From an optimization exercise on the open Yosys and OpenROAD flow, aimed at small area and a short achievable clock period; shortcuts taken in it are not production practice.
Where RTL was checked, it was by simulation tests only, not by an equivalence proof against the original.
The flow treats the clock pin as an ideal source, which a real chip does not have.
Power is estimated from default activity; no workload was simulated.

==> flow/design.v (excerpt) <==
module easyobv_lb
(
    input logic clk,
    input logic rst,
    input logic pause,
    input logic clear,
    output logic timeout,
    input logic [87:0] instr_tdata,
    input logic instr_tvalid,
    output logic instr_tready,
    output logic [63:0] traffic_tdata,
    output logic traffic_tvalid,
    output logic [7:0] traffic_tkeep,
    output logic traffic_tlast,
    output logic [3:0] traffic_tdest,
    input logic traffic_tready,
    input logic [63:0] rx_mon_tdata,
    input logic rx_mon_tvalid,
    input logic rx_mon_tready,
    input logic [7:0] rx_mon_tkeep,
    input logic rx_mon_tlast,
    input logic [3:0] rx_mon_tdest,
    output logic mismatch,
    output logic [19:0] time_cnt,
    output logic [19:0] tx_pkt_cnt,
    output logic [19:0] tx_time_elapsed,
    output logic [19:0] tx_transferred_size,
    output logic [19:0] rx_pkt_cnt,
    output logic [19:0] rx_time_elapsed,
    output logic [19:0] rx_transferred_size,
    output logic [19:0] latency_sum
);
For scale: ~6100 cells after synthesis, about 84000 sq um of cells after synthesis.
Settings: LEC_CHECK=0, CAP_MARGIN=20, CORE_MARGIN=2, CORE_UTILIZATION=70, CTS_CLUSTER_DIAMETER=90, CTS_CLUSTER_SIZE=28, SETUP_SLACK_MARGIN=3.9, SLEW_MARGIN=20, SYNTH_HIERARCHICAL=1, SYNTH_MINIMUM_KEEP_SIZE=0; clock period 7.0 ns.
standard.sh (not shown) runs the stock make flow with config.mk's settings and CLKGATE_MAP_FILE= SYNTH_SCRIPT=/design/flow/synth_recipe.tcl, a recipe that flattens the netlist after the stock synthesis.
==> flow/flow/run.sh <==
#!/bin/bash
# The standard layout, with two changes: plain buf_1 cells as the port buffers instead
# of the delay buffers buffer_ports picks by default, and, after clock tree synthesis,
# the gate that drives the instr_tready port takes its inputs straight from the port
# buffers (eco.tcl) rather than through the buffers placement put after them.
set -euo pipefail
export BUFFER_PORTS_ARGS="-buffer_cell sky130_fd_sc_hd__buf_1"
bash standard.sh cts > standard_cts.log 2>&1
R=orfs/results/sky130hd/easyobv_lb/base
printf 'read_db %s\nsource flow/eco.tcl\nwrite_db %s\n' $R/4_cts.odb $R/4_cts.odb > eco_run.tcl
openroad -no_init -exit eco_run.tcl > eco.log 2>&1
bash standard.sh > standard_finish.log 2>&1
==> flow/flow/eco.tcl <==
# Shorten the input-to-output path to instr_tready: its gate takes its inputs
# straight from the port buffers, and the gate and the output buffer are upsized.
proc drv_inst {net} {
  foreach it [$net getITerms] {
    if {[$it isOutputSignal]} { return [$it getInst] }
  }
  return ""
}
proc in_net {inst} {
  foreach it [$inst getITerms] {
    if {[$it isInputSignal] && [$it getNet] != "NULL"} { return [$it getNet] }
  }
  return ""
}
set block [ord::get_db_block]
set obuf [drv_inst [[$block findBTerm instr_tready] getNet]]
set gate [drv_inst [in_net $obuf]]
puts "output buffer [$obuf getName] [[$obuf getMaster] getName], gate [$gate getName] [[$gate getMaster] getName]"
foreach it [$gate getITerms] {
  if {![$it isInputSignal]} continue
  set net [$it getNet]
  set d [drv_inst $net]
  # walk back through buffers to the port buffer
  while {$d != "" && [string match "*buf*" [[$d getMaster] getName]] && ![string match "input*" [$d getName]]} {
    set up [in_net $d]
    set dd [drv_inst $up]
    if {$dd == ""} break
    set net $up
    set d $dd
  }
  if {$net != [$it getNet]} {
    puts "  [$it getMTerm] ([[$it getMTerm] getName]): [[$it getNet] getName] -> [$net getName]"
    $it disconnect
    $it connect $net
  }
}
Then changed:
CTS_CLUSTER_DIAMETER = 80   (was 90)
CTS_CLUSTER_SIZE = 24   (was 28)
Outcome: The new run finished clean. Total power climbs by 2.1%. Cell count hardly moves. Non-clock buffer count stays the same.
No run of this note included a check of the RTL's function; only the layout flow was run.

* * *

Another version of the RTL of easyobv_lb (not shown whole).
Size: roughly 410 I/O pins.
## easyobv_lb
module easyobv_lb
(
    input logic clk,
    input logic rst,
    input logic pause,
    input logic clear,
    output logic timeout,
    input logic [87:0] instr_tdata,
    input logic instr_tvalid,
    output logic instr_tready,
    output logic [63:0] traffic_tdata,
    output logic traffic_tvalid,
    output logic [7:0] traffic_tkeep,
    output logic traffic_tlast,
    output logic [3:0] traffic_tdest,
    input logic traffic_tready,
    input logic [63:0] rx_mon_tdata,
    input logic rx_mon_tvalid,
    input logic rx_mon_tready,
    input logic [7:0] rx_mon_tkeep,
    input logic rx_mon_tlast,
    input logic [3:0] rx_mon_tdest,
    output logic mismatch,
    output logic [19:0] time_cnt,
    output logic [19:0] tx_pkt_cnt,
    output logic [19:0] tx_time_elapsed,
    output logic [19:0] tx_transferred_size,
    output logic [19:0] rx_pkt_cnt,
    output logic [19:0] rx_time_elapsed,
    output logic [19:0] rx_transferred_size,
    output logic [19:0] latency_sum
);
    axis_gen u_axis_gen (
        .clk            (clk),
        .rst            (rst),
        .pause          (pause),
        .clear          (clear),
        .timeout        (timeout),
        .instr_tdata    (instr_tdata[85:0]),
        .instr_tvalid   (instr_tvalid),
        .instr_tready   (instr_tready),
        .traffic_tdata  (traffic_tdata),
        .traffic_tvalid (traffic_tvalid),
        .traffic_tkeep  (traffic_tkeep),
        .traffic_tlast  (traffic_tlast),
        .traffic_tdest  (traffic_tdest),
        .traffic_tready (traffic_tready)
    );
    axis_mon u_axis_mon (
        .clk                 (clk),
        .sys_rst             (rst),
        .clear               (clear),
        .tx_tdata            (traffic_tdata),
        .tx_tvalid           (traffic_tvalid),
        .tx_tready           (traffic_tready),
        .tx_tkeep            (traffic_tkeep),
        .tx_tlast            (traffic_tlast),
        .tx_tdest            (traffic_tdest),
        .rx_tdata            (rx_mon_tdata),
        .rx_tvalid           (rx_mon_tvalid),
  ...
clock: 7.0 ns
lec_check: 0
cap_margin: 20
core_margin: 2
core_utilization: 70
cts_cluster_diameter: 90
cts_cluster_size: 28
setup_slack_margin: 3.8
slew_margin: 20
synth_hierarchical: 1
synth_minimum_keep_size: 0
Scripts as last shown in full above: flow/flow/run.sh, flow/flow/eco.tcl
The first run finished with timing, DRC and antenna clean.
==> next run, changes <==
--- a/flow/config.mk
+++ b/flow/config.mk
@@ -9,7 +9,7 @@
 export CORE_MARGIN = 2
 export CORE_UTILIZATION = 70
-export CTS_CLUSTER_DIAMETER = 90
-export CTS_CLUSTER_SIZE = 28
-export SETUP_SLACK_MARGIN = 3.8
+export CTS_CLUSTER_DIAMETER = 80
+export CTS_CLUSTER_SIZE = 24
+export SETUP_SLACK_MARGIN = 3.9
 export SLEW_MARGIN = 20
 export SYNTH_HIERARCHICAL = 1
What happened:
- design area rises by 1.1%
- die area is unchanged
- worst setup slack loses 3.4 ps
- critical path depth is unchanged
- clock skew goes up by 14 ps
- first-iteration DRC count falls by 4.4%
- final cell count increases by 0.70%
- sequential cell count does not change
- area after synthesis stays the same
- clock power rises by 8.5%
==> next run, changes <==
--- a/flow/config.mk
+++ b/flow/config.mk
@@ -8,7 +8,7 @@
 export CAP_MARGIN = 20
 export CORE_MARGIN = 2
-export CORE_UTILIZATION = 70
-export CTS_CLUSTER_DIAMETER = 80
-export CTS_CLUSTER_SIZE = 24
+export CORE_UTILIZATION = 80
+export CTS_CLUSTER_DIAMETER = 90
+export CTS_CLUSTER_SIZE = 28
 export SETUP_SLACK_MARGIN = 3.9
 export SLEW_MARGIN = 20
The new run produced a clean layout; first-iteration DRC count climbs by 30%; sequential cell count is unchanged; global-route usage climbs by 6.2 points; setup slack loses 19 ps; routed wire length climbs by about 3.3%; area after synthesis does not change.
==> next run, changes <==
--- a/flow/config.mk
+++ b/flow/config.mk
@@ -8,8 +8,8 @@
 export CAP_MARGIN = 20
 export CORE_MARGIN = 2
-export CORE_UTILIZATION = 80
+export CORE_UTILIZATION = 70
 export CTS_CLUSTER_DIAMETER = 90
 export CTS_CLUSTER_SIZE = 28
-export SETUP_SLACK_MARGIN = 3.9
+export SETUP_SLACK_MARGIN = 3.7
 export SLEW_MARGIN = 20
 export SYNTH_HIERARCHICAL = 1
=> The changed run went through all stages and came out clean; worst setup slack is worse by 39 ps; cell area decreases by 0.48%; non-clock buffer count falls by 6; cell count climbs by about 1.8%; die area rises by 14%; sequential share of layout area rises by 0.20 points; global-route usage came out lower by 6.4 points; routed wire length is lower by 4.3%; critical path depth is unchanged; hold slack improved by 13 ps.

==> what the ideal ports hide <==
In the flow no input, the clock included, has a driving cell. The finished layouts below were timed again as built, in two steps.
Step 1 assumes that a clkbuf_16 drives the clock port and a buf_2 every other input.
Step 2 also shifts input and output timing later by t, the mid clock arrival at the registers, as if the neighbouring blocks saw the same clock.
Slacks: ideal ports / drivers / drivers and shift; pairs: ideal ports / drivers.
run | t, ns | setup slack, ns | hold slack, ns | clock arrival spread, ns | cell pins on the clock port's net
the first run of note 1 | 0.788 | 3.754 / 3.537 / 2.940 | 0.427 / 0.427 / 0.427 | 0.038 / 0.037 | 1
the second run of note 1 | 0.806 | 3.671 / 3.495 / 2.689 | 0.448 / 0.448 / 0.448 | 0.049 / 0.049 | 1
the first run of note 2 | 0.788 | 3.781 / 3.732 / 3.087 | 0.449 / 0.449 / 0.449 | 0.036 / 0.037 | 1
the second run of note 2 | 0.803 | 3.777 / 3.729 / 3.097 | 0.442 / 0.442 / 0.442 | 0.046 / 0.045 | 1
the third run of note 2 | 0.792 | 3.758 / 3.706 / 2.997 | 0.440 / 0.440 / 0.440 | 0.032 / 0.033 | 1
the fourth run of note 2 | 0.802 | 3.719 / 3.688 / 2.955 | 0.453 / 0.453 / 0.453 | 0.035 / 0.036 | 1
After both steps every run listed still meets setup and hold. For the second run of note 1, which loses most, drivers alone change the setup slack by -0.176 ns; drivers and shift together by -0.982 ns.
